This design comes from an exercise in tuning for small area and a short achievable clock period on the open sky130 flow, not from production work. Function was checked by simulation only, so behaviour that the tests miss may differ from the original. Power and IR drop assume default switching activity.

Setup of run A:
## complex_multiplier
module complex_multiplier (
    input  wire        clk,
    input  wire        rst_n,
    input  wire        enable,
    input  wire [31:0] a_real,
    input  wire [31:0] a_imag,
    input  wire [31:0] c_real,
    input  wire [31:0] c_imag,
    output wire [31:0] result_real,
    output wire [31:0] result_imag,
    output wire        valid
);
Size in the first run: ~13000 cells after synthesis, ~1300 flip-flops, roughly 200 I/O pins, about 110000 µm² of cells after synthesis.
Settings: LEC_CHECK=0, ABC_AREA=1, CAP_MARGIN=20, CORE_MARGIN=2, CORE_UTILIZATION=50, CTS_BUF_LIST=sky130_fd_sc_hd__clkbuf_8, SETUP_SLACK_MARGIN=5, SLEW_MARGIN=20; clock period 9.0 ns.
run.sh (not shown) runs the stock make flow with config.mk's settings and CLKGATE_MAP_FILE= SYNTH_SCRIPT=/design/flow/synth_recipe.tcl, a recipe that flattens the netlist after the stock synthesis.
diff inputs: run A => run B
-- flow/config.mk --
<<< run A, line 10
export CORE_MARGIN = 2
export CORE_UTILIZATION = 50
export CTS_BUF_LIST = sky130_fd_sc_hd__clkbuf_8
>>> run B, line 10
export CORE_MARGIN = 2
export CORE_UTILIZATION = 40
export CTS_BUF_LIST = sky130_fd_sc_hd__clkbuf_8
<<< run A, line 14
export SLEW_MARGIN = 20
>>> run B, line 14
export SLEW_MARGIN = 20
export TNS_END_PERCENT = 30
==> summary.txt <==
Of the two values seen for end of the critical path, m_r2[3][15] was produced by run A and m_r2[2][25] by run B.
Reported for run A and run B, number of sinks handled by clock tree synthesis turned out identical to the last digit.
Run B vs run A, start point of the critical path: op_neg[1][6] vs op_q[1][9]
| worst-case setup margin in the final layout | lower: run B |
In run B, area of the die is higher than in run A.
--- input diff run B..run C ---
-- flow/config.mk --
<<< run B, line 11
export CORE_UTILIZATION = 40
export CTS_BUF_LIST = sky130_fd_sc_hd__clkbuf_8
export SETUP_SLACK_MARGIN = 5
export SLEW_MARGIN = 20
export TNS_END_PERCENT = 30
>>> run C, line 11
export CORE_UTILIZATION = 40
export CTS_BUF_LIST = sky130_fd_sc_hd__clkbuf_4
export SETUP_SLACK_MARGIN = 5
export SLEW_MARGIN = 20
==> summary.txt <==
Lower final critical delay including setup and external delays was reported by run C, not run B. Relative area of non-clock buffer cells in the final design of run C is on par with run B. As far as die width goes, run C and run B are indistinguishable; the numbers are identical. Changes observed in run C relative to run B: critical path arrival went up by 0.33 ns; fraction of standard cell area that is sequential was more or less identical; first-pass GRT wire length went up by 2600 µm; layout overhead on the synthesized area went down by 0.45 points. On total wire length, run B and run C are neck and neck. Compared with run B, in run C diode insertion count for antenna repair went up 2, switching share of total power +0.84 points, worst setup slack went up.

---

## rev 12
Starting RTL as in the previous note.
Settings: LEC_CHECK=0, ABC_AREA=1, CAP_MARGIN=20, CORE_MARGIN=2, CORE_UTILIZATION=35, CTS_BUF_LIST=sky130_fd_sc_hd__clkbuf_16, CTS_CLUSTER_DIAMETER=100, CTS_CLUSTER_SIZE=24, SETUP_SLACK_MARGIN=5, SLEW_MARGIN=20; clock period 9.0 ns.
Rev 12: done, clean on timing, DRC and antenna
Setup changes, rev 12 to rev 13
Settings: CORE_UTILIZATION now 40, was 35; CTS_CLUSTER_DIAMETER now 120, was 100; CTS_CLUSTER_SIZE now 30, was 24.
### Flow results
- Min share of the core filled with cells in the final layout across rev 13 and rev 12: rev 12
- Relative to rev 12, total number of tap cells decreased by 445 in rev 13.
- Synthesis-to-finish area growth for rev 13: 1.1 points down relative to rev 12

---

complex_multiplier again, from the RTL that the note above started with.
==> flow/design.v (excerpt) <==
module complex_multiplier (
    input  wire        clk,
    input  wire        rst_n,
    input  wire        enable,
    input  wire [31:0] a_real,
    input  wire [31:0] a_imag,
    input  wire [31:0] c_real,
    input  wire [31:0] c_imag,
    output wire [31:0] result_real,
    output wire [31:0] result_imag,
    output wire        valid
);
    integer k;
    genvar g;
    wire [31:0] opd [0:3];
    assign opd[0] = a_real;
    assign opd[1] = a_imag;
    assign opd[2] = c_real;
    assign opd[3] = c_imag;
    wire [11:0] bo_one [0:1];
    wire [11:0] bo_two [0:1];
    wire [11:0] bo_neg [0:1];
    generate
        for (g = 0; g < 2; g = g + 1) begin : enc
            cm_booth_enc be (.y({|opd[2+g][30:23], opd[2+g][22:0]}),
                             .one(bo_one[g]), .two(bo_two[g]), .neg(bo_neg[g]));
        end
    endgenerate
    reg [31:0] op_q  [0:3];
    reg [11:0] op_one[0:1];
    reg [11:0] op_two[0:1];
    reg [11:0] op_neg[0:1];
    always @(posedge clk) begin
        for (k = 0; k < 4; k = k + 1)
            op_q[k] <= opd[k];
        for (k = 0; k < 2; k = k + 1) begin
            op_one[k] <= bo_one[k];
            op_two[k] <= bo_two[k];
            op_neg[k] <= bo_neg[k];
        end
    end
    localparam [3:0] PX = {1'd1, 1'd0, 1'd1, 1'd0};    
    localparam [3:0] PY = {1'd0, 1'd1, 1'd1, 1'd0};    
    wire [39:0] f_r0 [0:3];
    wire [39:0] f_r1 [0:3];
    wire [39:0] f_r2 [0:3];
    wire        f_cl [0:3];
    wire [7:0]  f_e  [0:3];
    wire        f_sg [0:3];
    wire        f_n  [0:3];
    wire        f_i  [0:3];
    wire        f_z  [0:3];
    generate
        for (g = 0; g < 4; g = g + 1) begin : mp
            localparam integer X = PX[g];
            localparam integer Y = PY[g];
            cm_mul_pp pp (
                .x({|op_q[X][30:23], op_q[X][22:0]}),
  ...
Settings: LEC_CHECK=0, ABC_AREA=1, CAP_MARGIN=20, CORE_MARGIN=2, CORE_UTILIZATION=40, SETUP_SLACK_MARGIN=5, SLEW_MARGIN=20; clock period 9.0 ns.
Change:
CTS_BUF_LIST = sky130_fd_sc_hd__clkbuf_8   (was not set)
Count of clock-buffer cells in the layout went up by 88; worst setup slack is about the same; via count barely changes; critical path depth went up by 1; fmax hardly moves.
Change:
CTS_BUF_LIST = sky130_fd_sc_hd__clkbuf_16   (was sky130_fd_sc_hd__clkbuf_8)
CTS_CLUSTER_DIAMETER = 100   (was not set)
CTS_CLUSTER_SIZE = 24   (was not set)
Effect:
- cell area shrinks by about 2%
- utilization falls by 0.83 points
- synthesized area is unchanged
- worst setup slack gains 19 ps
- routed wire length came out lower by about 0.7%
- maximum frequency rose by 0.48%
- first-iteration DRC count went up by about 7%
- hold slack stays flat

[afterwards: timing with drivers on the ports]
Ports are ideal in the flow. The routed layouts listed here were re-timed in OpenROAD. Step 1, drivers: a clkbuf_16 drives clk and a buf_2 each remaining input, both assumed. Step 2 adds t to the input delays and takes it off the output delays; t is the mean of the earliest and latest rising clock arrival at the registers after step 1. Input paths then give back, and output paths get back, about the clock's delay inside the block. Three values: no drivers, after step 1, after step 2; two values: the first two.
| run | t, ns | setup slack, ns | hold slack, ns |
|---|---|---|---|
| run A | 1.135 | 5.010 / 5.010 / 5.010 | 0.318 / 0.318 / 0.318 |
| run B | 1.088 | 4.980 / 4.980 / 4.980 | 0.321 / 0.321 / 0.321 |
| run C | 1.453 | 5.023 / 5.023 / 5.023 | 0.325 / 0.325 / 0.325 |
| rev 12 | 0.852 | 5.063 / 5.063 / 5.063 | 0.332 / 0.332 / 0.332 |
| rev 13 | 0.885 | 5.066 / 5.066 / 5.066 | 0.314 / 0.314 / 0.314 |
| the first run of note 3 | 0.926 | 5.049 / 5.049 / 5.049 | 0.324 / 0.324 / 0.324 |
| the second run of note 3 | 1.088 | 5.051 / 5.051 / 5.051 | 0.321 / 0.321 / 0.321 |
| the third run of note 3 | 0.884 | 5.070 / 5.070 / 5.070 | 0.320 / 0.320 / 0.320 |
After both steps every run listed still meets setup and hold.
